From an optimization exercise on the open Yosys and OpenROAD flow, aimed at small area; shortcuts taken in it are not production practice. In this exercise RTL edits were held to simulation tests only and were not proved equivalent to the original. Power figures rest on the tool's default switching activity, not on a simulated workload. The flow treats the clock pin as an ideal source, which a real chip does not have.

==> flow/design.v <==
`default_nettype none
module cordic
( input  var        i_clk
, input  var        i_ld    
, input  var [ 4:0] i_it    
, input  var [15:0] i_ph    
, input  var [15:0] i_phf   
, output var [15:0] o_sin   
);
logic [15:0] qph;   
always_comb qph = i_ph[14] ? {~i_ph[13:0], 2'b11} : {i_ph[13:0], 2'b01};
logic [15:0] qphf;
always_comb qphf = i_phf[14] ? {~i_phf[13:0], 2'b11} : {i_phf[13:0], 2'b01};
logic [22:0] angle;
always_comb
  case (i_it)
    5'd1:  angle = 23'h25C80A;
    5'd2:  angle = 23'h13F670;
    5'd3:  angle = 23'h0A2223;
    5'd4:  angle = 23'h05161A;
    5'd5:  angle = 23'h028BAF;
    5'd6:  angle = 23'h0145EC;
    5'd7:  angle = 23'h00A2F8;
    5'd8:  angle = 23'h00517C;
    5'd9:  angle = 23'h0028BE;
    5'd10: angle = 23'h00145F;
    5'd11: angle = 23'h000A2F;
    5'd12: angle = 23'h000517;
    5'd13: angle = 23'h00028B;
    5'd14: angle = 23'h000145;
    5'd15: angle = 23'h0000A2;
    5'd16: angle = 23'h000051;
    5'd17: angle = 23'h000028;
    5'd18: angle = 23'h000014;
    5'd19: angle = 23'h00000A;
    default: angle = 23'h000000;
  endcase
logic [17:0] x, y;
logic [22:0] p;
logic        d;  
always_comb d = p[22];
logic [17:0] xs, ys;
always_comb begin
  xs = x >> i_it;
  ys = y >> i_it;
end
logic [17:0] x_n, y_n;
logic [22:0] p_n;
gw_add #(.W(18)) m_xadd (.i_a(x), .i_b(ys ^ {18{!d}}),    .i_c(!d), .o_s(x_n));
gw_add #(.W(18)) m_yadd (.i_a(y), .i_b(xs ^ {18{d}}),     .i_c(d),  .o_s(y_n));
gw_add #(.W(23)) m_padd (.i_a(p), .i_b(angle ^ {23{!d}}), .i_c(!d), .o_s(p_n));
always_ff @(posedge i_clk)
  if (i_ld) begin
    x <= qph[15] ? 18'd0 : {16'hDBD9, 2'b00};
    y <= qph[15] ? {16'hDBD9, 2'b00} : 18'd0;
    p <= {qph, 7'd0};
  end else begin
    x <= x_n;
    y <= y_n;
    p <= p_n;
  end
logic at_edge, edge_hi;
always_comb begin
  at_edge = (qphf[15:5] == 11'h7FF) || (qphf[15:5] == 11'h000);
  edge_hi = qphf[15] && (qphf[4:0] > 5'd4);
end
logic [5:0] lo_val;
always_comb lo_val = {1'b0, qphf[4:0]} + {2'b0, qphf[4:1]};
always_comb
  if (!at_edge)        o_sin = y[17:2];
  else if (edge_hi) o_sin = 16'hFFFE;
  else              o_sin = qphf[15] ? y[17:2] : {10'd0, lo_val};
endmodule
`default_nettype none
module saw2sin
( input  var [15:0] i_saw
, input  var [15:0] i_qsin
, output var [15:0] o_sin
, output var        o_c
);
logic invert;
always_comb invert = i_saw[15];
logic reverse;
always_comb reverse = i_saw[14];
always_comb o_sin = {1'b0, i_qsin[15:1]};  
always_comb o_c   = reverse ? (!invert && i_qsin[0]) : invert;
endmodule
`default_nettype none
module genWave
( input  var        i_clk48     
, input  var        i_rst48_n   
, input  var        i_pause     
, input  var [ 4:0] i_osc_sel   
, input  var [23:0] i_t_freq    
, input  var        i_tf_valid  
, input  var [ 7:0] i_wav_sel   
, input  var        i_ws_valid  
, output var [15:0] o_sample    
, output var        o_pulse     
);
logic [5:0] slot;
logic [4:0] cyc;
logic       slot_end;
always_comb slot_end = (slot == 6'd47) ? (cyc == 5'd12) : (cyc == 5'd20);
always_ff @(posedge i_clk48)
  if (!i_rst48_n) begin
    slot <= 6'd47;
    cyc  <= 5'd12;
  end else if (slot_end) begin
    slot <= (slot == 6'd47) ? 6'd0 : slot + 6'd1;
    cyc  <= 5'd0;
  end else begin
    cyc  <= cyc + 5'd1;
  end
logic sweep;       
logic pulse;
logic vis;         
logic fin;         
always_comb begin
  sweep = !slot[5];
  pulse = (slot == 6'd0) && (cyc == 5'd0);
  vis   = sweep && (cyc == 5'd0);
  fin   = sweep && (cyc == 5'd20);
end
always_comb o_pulse = pulse;
logic fp;  
always_ff @(posedge i_clk48)
  if (!i_rst48_n)                  fp <= 1'b1;
  else if (fin && slot == 6'd31)   fp <= 1'b0;
logic [4:0] rot;
always_ff @(posedge i_clk48) rot <= rot + 5'd1;
logic [14:0] st_in;
gw_step m_step
( .i_f  (i_t_freq)
, .o_st (st_in)
);
logic [1:0] w_in;
always_comb w_in = (i_wav_sel[7:2] == 6'd0) ? i_wav_sel[1:0] : 2'd0;
logic [4:0] wpos;  
always_comb wpos = i_osc_sel + rot;
logic [3:0] dec_st, dec_ws;
logic [7:0] dec_hi;
always_comb begin
  for (int i = 0; i < 4; i++) begin
    dec_st[i] = i_tf_valid && (wpos[1:0] == 2'(i));
    dec_ws[i] = i_ws_valid && (wpos[1:0] == 2'(i));
  end
  for (int i = 0; i < 8; i++) dec_hi[i] = (wpos[4:2] == 3'(i));
end
logic [15:0] ph_r [0:31];
logic [14:0] st_r [0:31];
logic [ 1:0] w_r  [0:31];
logic [15:0] ph_new;   
for (genvar p = 0; p < 32; p++) begin: l_ring
  localparam int Q = (p + 31) % 32;
  logic wst, wws;
  always_comb begin
    wst = dec_st[p % 4] && dec_hi[p / 4];
    wws = dec_ws[p % 4] && dec_hi[p / 4];
  end
  if (p == 1) begin: l_upd
    always_ff @(posedge i_clk48) ph_r[p] <= ph_new;
  end else begin: l_shift
    always_ff @(posedge i_clk48) ph_r[p] <= ph_r[Q];
  end
  if (p % 2 == 0) begin: l_even
    always_ff @(posedge i_clk48) begin
      st_r[p] <= ~(wst ? ~st_in : st_r[Q]);
      w_r[p]  <= ~(wws ? ~w_in  : w_r[Q]);
    end
  end else begin: l_odd
    always_ff @(posedge i_clk48) begin
      st_r[p] <= ~(wst ? st_in : st_r[Q]);
      w_r[p]  <= ~(wws ? w_in  : w_r[Q]);
    end
  end
end
logic [15:0] ph0;
logic [14:0] st0;
always_comb begin
  ph0 = ph_r[0];
  st0 = st_r[0];
end
logic st_zero, do_add, do_half;
always_comb begin
  st_zero = (st0 == 15'd0);
  do_add  = vis && !st_zero && !i_pause;
  do_half = vis && st_zero;
end
logic [15:0] ph_sum;
gw_add #(.W(16)) m_phadd
( .i_a  (ph0)
, .i_b  ({1'b0, st0 & {15{do_add}}})
, .i_c  (1'b0)
, .o_s  (ph_sum)
);
always_comb
  if (vis && fp)    ph_new = 16'd0;
  else if (do_half) ph_new = {ph0[15], ph0[15:1]};
  else              ph_new = ph_sum;
logic [15:0] ph;
logic [ 1:0] w;
always_comb begin
  ph = ph_r[20];  
  w  = w_r[20];
end
logic [15:0] qsin;
cordic m_cordic
( .i_clk (i_clk48)
, .i_ld  (cyc == 5'd0)
, .i_it  (cyc)
, .i_ph  (ph_new)
, .i_phf (ph)
, .o_sin (qsin)
);
logic [15:0] sine;   
logic        sine_c;
saw2sin m_saw2sin
( .i_saw  (ph)
, .i_qsin (qsin)
, .o_sin  (sine)
, .o_c    (sine_c)
);
logic [15:0] sample_src;
always_comb
  case (w)
    2'd0:    sample_src = ph;
    2'd1:    sample_src = 16'h8000;
    2'd2:    sample_src = {~ph[14], ph[13:0], 1'b0};
    default: sample_src = sine;
  endcase
logic [15:0] sample;
logic        sample_c;
always_comb begin
  sample   = sample_src ^ {16{ph[15] && (w != 2'd0)}};
  sample_c = (w == 2'd3) && sine_c;
end
logic [20:0] acc;
logic [ 5:0] m;  
logic        shift;
always_comb shift = slot[5] && (m != 6'd0);
logic [15:0] addend;
always_comb addend = sample & {16{fin}};
logic [20:0] acc_in, acc_sum;
always_comb acc_in = shift ? {acc[20], acc[20:1]} : acc;
gw_add #(.W(21)) m_accadd
( .i_a  (acc_in)
, .i_b  ({{5{addend[15]}}, addend})
, .i_c  (fin && sample_c)
, .o_s  (acc_sum)
);
always_ff @(posedge i_clk48)
  if (pulse) begin
    acc <= 21'd0;
    m   <= 6'h3F;
  end else begin
    acc <= acc_sum;
    if (fin)        m <= m + {5'd0, (ph != 16'd0)};
    else if (shift) m <= {1'b0, m[5:1]};
  end
always_comb o_sample = acc[15:0];
endmodule
module gw_add #(parameter int W = 8)
( input  var [W-1:0] i_a
, input  var [W-1:0] i_b
, input  var         i_c
, output var [W-1:0] o_s
);
logic [W:0] c;
always_comb c[0] = i_c;
for (genvar i = 0; i < W; i++) begin: l_bit
  always_comb begin
    o_s[i]  = i_a[i] ^ i_b[i] ^ c[i];
    c[i+1]  = (i_a[i] & i_b[i]) | (i_a[i] & c[i]) | (i_b[i] & c[i]);
  end
end
endmodule
module gw_step
( input  var [23:0] i_f
, output var [14:0] o_st
);
logic [23:0] t0, t1, t2, t3, t4;
always_comb begin
  t0 = {i_f[14:0], 9'd0};
  t1 = {i_f[16:0], 7'd0};
  t2 = {i_f[17:0], 6'd0};
  t3 = ~{i_f[21:0], 2'd0};
  t4 = ~i_f;
end
logic [23:0] s0, c0, s1, c1, s2, c2;
always_comb begin
  s0 = t0 ^ t1 ^ t2;
  c0 = {((t0[22:0] & t1[22:0]) | (t0[22:0] & t2[22:0]) | (t1[22:0] & t2[22:0])), 1'b0} | 24'd2;
  s1 = s0 ^ c0 ^ t3;
  c1 = {((s0[22:0] & c0[22:0]) | (s0[22:0] & t3[22:0]) | (c0[22:0] & t3[22:0])), 1'b0};
  s2 = s1 ^ c1 ^ t4;
  c2 = {((s1[22:0] & c1[22:0]) | (s1[22:0] & t4[22:0]) | (c1[22:0] & t4[22:0])), 1'b0};
end
logic [23:0] prod;
gw_add #(.W(24)) m_add
( .i_a (s2)
, .i_b (c2)
, .i_c (1'b0)
, .o_s (prod)
);
always_comb o_st = prod[23:9];
endmodule
export LEC_CHECK = 0
export ABC_AREA = 1
export CAP_MARGIN = 20
export CORE_MARGIN = 2
export CORE_UTILIZATION = 75
export CTS_BUF_LIST = sky130_fd_sc_hd__clkbuf_16
export CTS_CLUSTER_DIAMETER = 100
export CTS_CLUSTER_SIZE = 30
export PLACE_DENSITY = 0.85
export SLEW_MARGIN = 20
create_clock -name core_clock -period 20.8 [get_ports {i_clk48}]
standard.sh (not shown) runs the stock make flow with config.mk's settings and CLKGATE_MAP_FILE= SYNTH_SCRIPT=/design/flow/synth_recipe.tcl, a recipe that flattens the netlist after the stock synthesis.
==> flow/flow/run.sh <==
#!/bin/bash
# The standard layout (standard.sh), changed in three ways:
#  - synthesis maps the logic with ABC's area mapper (amap, flow/abc_area.script),
#    which turns the ring shift registers' write selects into one o22ai per bit;
#  - clock tree synthesis inserts no dummy loads;
#  - the ports are buffered with the smallest buffer.
# Registers, their names and their cell types are those of the standard synthesis:
# only the combinational mapping differs.
set -euo pipefail
WORK=$(pwd)
rm -rf "$WORK/scripts"
cp -r "$FLOW_HOME/scripts" "$WORK/scripts"
cp "$WORK/flow/abc_area.script" "$WORK/scripts/abc_area.script"
export SCRIPTS_DIR="$WORK/scripts"
export CTS_ARGS="-sink_clustering_enable -repair_clock_nets -sink_clustering_size 30 -sink_clustering_max_diameter 100 -buf_list sky130_fd_sc_hd__clkbuf_16 -dont_use_dummy_load"
export BUFFER_PORTS_ARGS="-buffer_cell sky130_fd_sc_hd__buf_1"
bash standard.sh synth > "$WORK/synth.log" 2>&1
bash standard.sh > "$WORK/layout.log" 2>&1
==> flow/flow/abc_area.script <==
strash
dch
amap
The starting point finished with timing, DRC and antenna clean.
==> next run, changes <==
CORE_UTILIZATION = 60   (was 75)
PLACE_DENSITY = 0.7   (was 0.85)
Synthesized area stays the same.
Power is lower by 1.4%.
Clock power hardly moves.
Global-route usage is lower by 10 points.
Critical path depth stays the same.
Routed wire length is lower by 9.6%.
Maximum frequency is higher by 1.3%.
Count of clock-buffer cells in the layout stays the same.
Combinational power is lower by about 2%.
Flip-flop and latch count stays the same.
Final area is higher by 0.55%.
==> next run, changes <==
CORE_UTILIZATION = 70   (was 60)
PLACE_DENSITY = 0.78   (was 0.7)
What happened: The changed run finished clean; design area falls by 0.43%; hold slack got worse by 3.5 ps; die area falls by 14%; count of clock-buffer cells in the layout is unchanged; setup slack got worse by 24 ps.
==> next run, changes <==
GPL_TIMING_DRIVEN = 0   (was unset)
What happened: Clock power stays flat. Setup slack degrades by 67 ps. Hold slack improves by 14 ps. Final area stays flat. Via count hardly moves. Wire length barely changes. Sequential share of layout area came out lower by 0.13 points.

==> static timing again, ports no longer ideal <==
Ports are ideal in the flow. The routed layouts listed here were re-timed in OpenROAD. Step 1, drivers: a clkbuf_16 drives i_clk48 and a buf_2 each remaining input, both assumed. Step 2 also shifts input and output timing later by t, the mid clock arrival at the registers, as if the neighbouring blocks saw the same clock. Slacks: no drivers / after step 1 / after step 2; pairs: no drivers / after step 1.
| run | t (ns) | setup slack, ns | clock arrival spread, ns |
|---|---|---|---|
| the first run | 0.647 | 6.822 / 6.848 / 6.201 | 0.123 / 0.123 |
| the second run | 0.655 | 7.004 / 7.042 / 6.386 | 0.081 / 0.081 |
| the third run | 0.662 | 6.980 / 7.017 / 6.355 | 0.074 / 0.074 |
| the fourth run | 0.663 | 6.912 / 6.951 / 6.288 | 0.084 / 0.083 |
After both steps every run listed still meets setup and hold. For the third run, which loses most, drivers alone change the setup slack by +0.037 ns; drivers and shift together by -0.625 ns.
